This is an optimization exercise on Yosys and OpenROAD, whose aim is a short achievable clock period and few clock cycles, not a production implementation. Function not checked in this run: the RTL went through the layout flow alone. Power figures rest on the tool's default switching activity, not on a simulated workload.

==> design.v <==
module Control_Unit(opcode , Branch, Jump , ImmSrc , ResultSrc , ALUOp , MemWrite , ALUSrc , RegWrite);
input [6:0] opcode;
output reg Branch , Jump , MemWrite , ALUSrc , RegWrite;
output reg [1:0] ImmSrc , ALUOp ,  ResultSrc;
always @(*) begin 
case (opcode)
7'b0110011 : {ALUSrc , ResultSrc , ImmSrc , RegWrite , MemWrite , Branch , ALUOp , Jump} = 11'b0_00_00_1_0_0_10_0;
7'b0000011 : {ALUSrc , ResultSrc , ImmSrc , RegWrite , MemWrite , Branch , ALUOp , Jump} = 11'b1_01_00_1_0_0_00_0;
7'b0100011 : {ALUSrc , ResultSrc , ImmSrc , RegWrite , MemWrite , Branch , ALUOp , Jump} = 11'b1_00_01_0_1_0_00_0;
7'b1100011 : {ALUSrc , ResultSrc , ImmSrc , RegWrite , MemWrite , Branch , ALUOp , Jump} = 11'b0_00_10_0_0_1_01_0;
7'b0010011 : {ALUSrc , ResultSrc , ImmSrc , RegWrite , MemWrite , Branch , ALUOp , Jump} = 11'b1_00_00_1_0_0_10_0;
7'b1101111 : {ALUSrc , ResultSrc , ImmSrc , RegWrite , MemWrite , Branch , ALUOp , Jump} = 11'b0_10_11_1_0_0_00_1;
default    : {ALUSrc , ResultSrc , ImmSrc , RegWrite , MemWrite , Branch , ALUOp , Jump} = 11'b0_00_00_0_0_0_00_0;
endcase
end
endmodule
module ALU_Control(ALUOp , Funct3 , Funct7 , op , Operation);
input [1:0] ALUOp;
input [2:0] Funct3;
input Funct7 , op;
output reg [2:0] Operation;
always @(*) begin
case(ALUOp)
2'b00: Operation = 3'b000;   
2'b01: Operation = 3'b001;   
2'b10: begin                
case(Funct3)
3'b000: Operation = (op && Funct7) ? 3'b001 : 3'b000;  
 3'b010: Operation = 3'b101;  
                3'b110: Operation = 3'b011;  
                3'b111: Operation = 3'b010;  
                default: Operation = 3'b000;
            endcase
        end
        default: Operation = 3'b000;
    endcase
end
endmodule
module CU(Zero , opcode , Funct3 , Funct7 , PCSrc , ResultSrc , MemWrite , ALUSrc , ImmSrc , RegWrite , Operation);
input Zero;
input [6:0] opcode ,Funct7;
input [2:0] Funct3;
output  PCSrc , MemWrite , ALUSrc , RegWrite;
output  [1:0] ImmSrc , ResultSrc;
output  [2:0] Operation;
wire Branch , Jump;
wire [1:0] ALUOp;
Control_Unit c(opcode , Branch , Jump , ImmSrc , ResultSrc , ALUOp , MemWrite , ALUSrc , RegWrite);
ALU_Control  a(ALUOp , Funct3 , Funct7[5] , opcode[5] , Operation);
assign PCSrc = Jump | (Zero & Branch);
endmodule
module registerFile (
    input wire clk,              
    input wire RegWrite,         
    input wire [4:0] RS1,        
    input wire [4:0] RS2,        
    input wire [4:0] RD,         
    input wire [31:0] WriteData,  
    output wire [31:0] ReadData1,  
    output wire [31:0] ReadData2   
);
    reg [31:0] Registers [31:0];  
    assign ReadData1 = (RS1 == 5'd0) ? 32'd0 : Registers[RS1];   
    assign ReadData2 = (RS2 == 5'd0) ? 32'd0 : Registers[RS2];   
    always @(posedge clk) begin
        if (RegWrite) begin
            Registers[RD] <= WriteData;  
        end
    end
endmodule
module alu(a, b, op, res, zero);
input [31:0] a, b; 
input [2:0] op;
output reg zero;
output reg [31:0] res;
always @(*) begin
    case(op)
        3'b000: res = a + b;     
        3'b001: res = a - b;     
        3'b101: res = {31'b0, $signed(a) < $signed(b)};     
        3'b011: res = a | b;     
        3'b010: res = a & b;     
        default: res = 32'b0;
    endcase
    zero = (res == 32'b0) ? 1'b1 : 1'b0;
end
endmodule
module imm_data_gen(instruction , ImmSrc , imm_data);
input [31:0] instruction;
input [1:0] ImmSrc;
output reg [31:0] imm_data;
always @(*) begin
    case(ImmSrc)
        2'b00: imm_data = {{20{instruction[31]}}, instruction[31:20]};
        2'b01: imm_data = {{20{instruction[31]}}, instruction[31:25], instruction[11:7]};
        2'b10: imm_data = {{20{instruction[31]}}, instruction[7], instruction[30:25], instruction[11:8], 1'b0};
        2'b11: imm_data = {{12{instruction[31]}}, instruction[19:12], instruction[20], instruction[30:21], 1'b0};
        default: imm_data = 32'b0; 
    endcase
end
endmodule
module Program_Counter (clk , rst , PC_In , PC_Out);
input clk , rst;
input [31:0] PC_In;
output reg [31:0] PC_Out;
always @(posedge clk) begin
if (rst)
PC_Out <= 0;
else
PC_Out <= PC_In;
end
endmodule 
module adder (a , b , out);
input [31:0] a , b;
output [31:0] out;
assign out = a + b ; 
endmodule
module mux32bit(a,b,c,sel,out);
input [31:0] a,b,c;
input [1:0] sel;
output reg [31:0] out; 
always @(*) begin 
case(sel)
2'b00 : out <= a;
2'b01 : out <= b;
2'b10 : out <= c;
default: out <=32'b0;
endcase
end
endmodule
module mux32bit2(a,b,sel,out);
input [31:0] a,b;
input  sel;
output reg [31:0] out; 
always @(*) begin 
case(sel)
2'b0 : out <= a;
2'b1 : out <= b;
default: out <=32'b0;
endcase
end
endmodule
module riscv_single_cycle (
    input  wire        clk,
    input  wire        rst,
    output wire [31:0] imem_addr,
    input  wire [31:0] imem_rdata,
    output wire [31:0] dmem_addr,
    output wire [31:0] dmem_wdata,
    output wire        dmem_we,
    input  wire [31:0] dmem_rdata
);
    wire [31:0] PC, PCNext, PCPlus4, PCTarget;
    wire [31:0] Instr = imem_rdata;
    wire [31:0] SrcA, RD2, SrcB, ImmExt, ALUResult, Result;
    wire        Zero, PCSrc, MemWrite, ALUSrc, RegWrite;
    wire [1:0]  ImmSrc, ResultSrc;
    wire [2:0]  Operation;
    Program_Counter pc_reg (clk, rst, PCNext, PC);
    adder           pc_inc (PC, 32'd4, PCPlus4);
    adder           pc_br  (PC, ImmExt, PCTarget);
    mux32bit2       pc_mux (PCPlus4, PCTarget, PCSrc, PCNext);
    CU cu (Zero, Instr[6:0], Instr[14:12], Instr[31:25], PCSrc, ResultSrc,
           MemWrite, ALUSrc, ImmSrc, RegWrite, Operation);
    registerFile rf (
        .clk(clk), .RegWrite(RegWrite),
        .RS1(Instr[19:15]), .RS2(Instr[24:20]), .RD(Instr[11:7]),
        .WriteData(Result), .ReadData1(SrcA), .ReadData2(RD2));
    imm_data_gen imm (Instr, ImmSrc, ImmExt);
    mux32bit2    src_mux (RD2, ImmExt, ALUSrc, SrcB);
    alu          alu0 (SrcA, SrcB, Operation, ALUResult, Zero);
    mux32bit     res_mux (ALUResult, dmem_rdata, PCPlus4, ResultSrc, Result);
    assign imem_addr  = PC;
    assign dmem_addr  = ALUResult;
    assign dmem_wdata = RD2;
    assign dmem_we    = MemWrite;
endmodule
==> run.sh <==
#!/bin/bash
# synth_recipe.tcl (not shown) runs the flow's synth.tcl, then flattens the netlist and writes it again
# the make line also repeats each setting of config.mk as NAME=value (left out here)
make -C /OpenROAD-flow-scripts/flow DESIGN_CONFIG=/design/flow/config.mk WORK_HOME=/design/flow/orfs CLKGATE_MAP_FILE= SYNTH_SCRIPT=/design/flow/synth_recipe.tcl finish
==> config.mk <==
export PLATFORM = sky130hd
export DESIGN_NAME = riscv_single_cycle
export DESIGN_NICKNAME = riscv_single_cycle
export VERILOG_FILES = /design/flow/design.v
export SDC_FILE = /design/flow/constraint.sdc
export NUM_CORES = 4
export LEC_CHECK = 0
export ABC_CLOCK_PERIOD_IN_PS = 5000
export CAP_MARGIN = 20
export CORE_MARGIN = 2
export CORE_UTILIZATION = 40
export PLACE_DENSITY = 0.6
export SETUP_SLACK_MARGIN = 4
export SLEW_MARGIN = 20
export TNS_END_PERCENT = 10
==> constraint.sdc <==
create_clock -name core_clock -period 10.0 [get_ports {clk}]
set_input_delay 2.0000 -clock core_clock [delete_from_list [all_inputs] [get_ports {clk}]]
set_output_delay 2.0000 -clock core_clock [all_outputs]
set_load 0.01 [all_outputs]
==> results.yml <==
clocking:
  htreeDepth: 3
  cts_buffer_depth: 3
  clock-root-buffer: "clkbuf_16"
  cts_tree: "done"
  cts_buffers: 111
  clkTransAtPathRegs_ns: 0.06
  cts_hold_buf: 0
  clock_latency_ns: 0.77
  clock_sinks: 1056
global_route:
  antenna_found_initial: 3
  grt_overflow_total: 0
  grt_max_degree: 52
  grt_pass1_wl_mm: 301
  track_usage_pct: 29.1
  grt_pass1_vias: 40000
finish:
  num-fill-cells: 11700
  drive_gt1_share_pct: 37.8
  area_growth_syn_to_layout_pct: 25.4
  multi_input_area_sq_mm: 0.0264
  layout_commonest_cell: "edfxtp_1"
  finalInstanceArea_sq_mm: 0.0714
  layout_common_cells: "1,024 x edfxtp_1, 471 x mux4_2, 330 x buf_4, 204 x mux2i_1, 150 x nor2_1"
  finalNonFillerCells: 6240
  seqCellArea_sq_mm: 0.0314
  nNetsFinal: 4454
pwr:
  p_leak_nw: 24.6
  worst_ir_drop_vdd_uv: 151
  power.density_mw_per_mm2: 183
setup_path:
  path_cells: "buf_16, buf_8, buf_4, mux4_2, mux4_2, mux2i_4, nor3_2, a21oi_2, ha_4, nor2b_4, a2111oi_4, or4b_4, or3_4, a21oi_4, a41oi_2, mux2i_1, nand4_1, buf_2"
  critPathRequiredTime_ns: 8.00
  cp.arrival_ns: 6.55
  path_common_cell: "mux4_2"
  crit_slowest_cell: "or4b_4"
  cp-start-kind: "input port"
  worstSetupPathType: "in -> out"
  crit_path_end_kind: "output pin"
  cpPeakStageDelay_ns: 0.55
  cp_max_fo: 6
  critical-path-top-delay-family: "multiplexers"
  crit_buf_inv: 4
synth:
  synth_warnings: 8
  synth_area_sq_mm: 0.0569
  syn_avg_cell_area_sq_um: 15.1
  seq_area_frac_synth_pct: 55.1
  yosys_register_bits: 1056
  synthesis.nets: 3966
  synth.distinct_cells: 96
  synth_edf_count: 1024
  postSynthCellCount: 3766
  synth_top_flop_cell: "edfxtp_1"
  async_flop_share_pct: 0
sta:
  drv_slew: 0
  slew_headroom_pct: 22.9
  fmax_ghz: 0.117
  worst_pin_slew_ns: 1.15
  rsz0062_at_grt: "yes"
  fin_crit_sh_pct: 85.5
  tns_ns: 0
  period_minus_slack_ns: 8.55
  hold_viol_final: 0
  setup_viol_count_final: 0
  setup_ws_ns: 1.45
  skew_ns: 0.0594
routing:
  route.met3.wl_mm: 24.6
  firstDrtPassIters: 6
  ant_nets: 0
  route.detailed.drc: 0
  highest_layer: "met5"
  wire_per_inst_microns: 34.6
  wl_met2_mm: 99.8
  wl_met1_mm: 83.0
  drtIter0Drc: 5818
  viasPerCell: 6.60
  routed_wl_mm: 216
  vias: 41200
placed_design:
  place_hpwl_mm: 126
  postPlaceCellArea_sq_mm: 0.0625
  gp_congestion: 0.967
  io_buffer_count: 162
  pre_cts_slack_ns: 0.296
  dpl.cell_count: 5776
run:
  cap_violations: 0
die:
  die-area_sq_mm: 0.145
  dieWidth_microns: 381
  dieHeight_microns: 381
  fp.coreArea_sq_mm: 0.141
  num_rows: 138
  start_util_pct: 40.3
  io_pins: 163
status:
  status: "finished clean"
worst_hold_path:
  min_path_type: "reg -> reg"
-- per-layer routing --
metal,track usage [%],vias to the layer above
li1,-,16500
met1,40.0,21400
met2,46.0,2781
met3,6.23,472
met4,9.74,2
met5,0,-
-- cell families after synthesis --
| kind of cell | Yosys count | synth area share [%] |
|---|---|---|
| AO/OA/AOI/OAI | 709 | 8.82 |
| XOR/XNOR | 75 | 1.15 |
| adder cells (fa/ha/maj) | 134 | 2.98 |
| buffers and inverters | 408 | 2.87 |
| flip-flops | 1056 | 55.1 |
| multiplexers | 726 | 23.2 |
| AND/OR/NAND/NOR | 658 | 5.80 |
-- state kept, by name (all words and copies together), names as in the netlist --
register	cells
pc_reg.PC_Out	32
rf.Registers	1024
-- worst reg2reg max path, cell delays in order, from the launching register on --
cell and delay (ns):
edfxtp_1 0.37, mux4_2 0.49, mux4_2 0.49, and2_4 0.19, o21ai_2 0.16, buf_4 0.16
o21ai_4 0.08, ha_4 0.30, nor2b_4 0.17, a2111oi_4 0.09, or4b_4 0.55, buf_6 0.15
buf_4 0.13, nor3_4 0.24, o311ai_4 0.14, o41a_1 0.15, xnor2_1 0.19, o221ai_2 0.15
buf_4 0.16, buf_6 0.14, nor4_1 0.55, and4_4 0.42, buf_4 0.15, buf_12 0.13
or4_1 0.14, o31ai_2 0.07
-- synthesized netlist by cell type (all sizes together), types with 12 or more instances --
cell type | count | area [sq um]
edfxtp | 1024 | 30700
mux4 | 471 | 10600
mux2i | 206 | 2060
nor2 | 201 | 762
a21oi | 170 | 858
clkbuf | 162 | 608
inv | 143 | 537
ha | 131 | 1640
o21ai | 121 | 609
nand2 | 113 | 424
nor3 | 105 | 537
buf | 102 | 484
o221ai | 61 | 547
o22ai | 56 | 350
mux2 | 49 | 552
xnor2 | 47 | 412
a21o | 42 | 315
nand3 | 40 | 200
o31ai | 37 | 353
and2 | 33 | 206
dfxtp | 32 | 641
a221o | 29 | 290
nor2b | 29 | 181
xor2 | 28 | 245
nand2b | 25 | 164
a221oi | 23 | 219
or3 | 19 | 129
or4 | 18 | 135
a211o | 17 | 149
o211ai | 17 | 138
o21bai | 17 | 128
a211oi | 16 | 120
a22o | 16 | 140
nor4 | 16 | 121
o21a | 13 | 97.6
nand4 | 12 | 75.1
-- path summary, 6_finish.rpt --
path	start	end	slack, ns	cells past startpoint
worst max-delay path	imem_rdata[20]	dmem_addr[31]	1.45	18
worst min-delay path	pc_reg.PC_Out[0]	pc_reg.PC_Out[0]	0.54	2
worst min register to register	pc_reg.PC_Out[0]	pc_reg.PC_Out[0]	0.54	2
worst max register to register	rf.Registers[7][7]	pc_reg.PC_Out[11]	3.87	25
-- area by class of cell --
class,count,area share [%]
clock inverter,85,1.27
sequential,1056,44.0
tap,1890,3.31
multi-input combinational,2311,37.0
clock buffer,123,3.95
inverter,144,0.776
antenna,1,0.00351
timing repair buffer,630,9.71
-- where the power goes --
group	switching [mW]	leakage (nW)	internal, mW
registers	0.00584	9.45	5.44
logic	2.07	13.4	1.32
clock network	1.86	1.79	2.41
total	3.93	24.6	9.17
-- per-stage QoR --
stage | power, mW | utilization, % | hold WS [ns]
after floorplan | 7.06 | - | 0.517
after global placement | 8.20 | 44.2 | 0.502
after detailed placement | 8.22 | 44.2 | 0.517
after CTS | 12.9 | 49.8 | 0.532
after global routing | 13.5 | 50.5 | 0.558
final | 13.1 | 50.5 | 0.537
-- what timing repair did --
item | 4_1_cts | 5_1_grt
endpoints found under the hold margin | 0 | 0
setup buffers | 173 | 43
resized for setup | 566 | 129
cloned | 35 | 4
pin swaps | 149 | 96
setup endpoints to repair | 1025 | 1061

==> static timing again, ports no longer ideal <==
How much do the figures lean on ideal ports? The routed layout below was timed once more, with nothing changed but the port constraints. Step 1 assumes that a clkbuf_16 drives the clock port and a buf_2 every other input. Step 2, shift: input delay + t, output delay - t, t = (earliest + latest rising clock arrival at the registers) / 2. This alone moves slack from input paths to output paths. Slacks: ideal / step 1 / step 2; pairs: ideal / step 1.
t, ns: 0.815
slack for setup (ns): 1.447 / 1.129 / 1.129
worst setup path at the end: input to output
After both steps setup and hold are still met in this run. For this run, drivers alone change the setup slack by -0.318 ns; drivers and shift together by -0.318 ns.
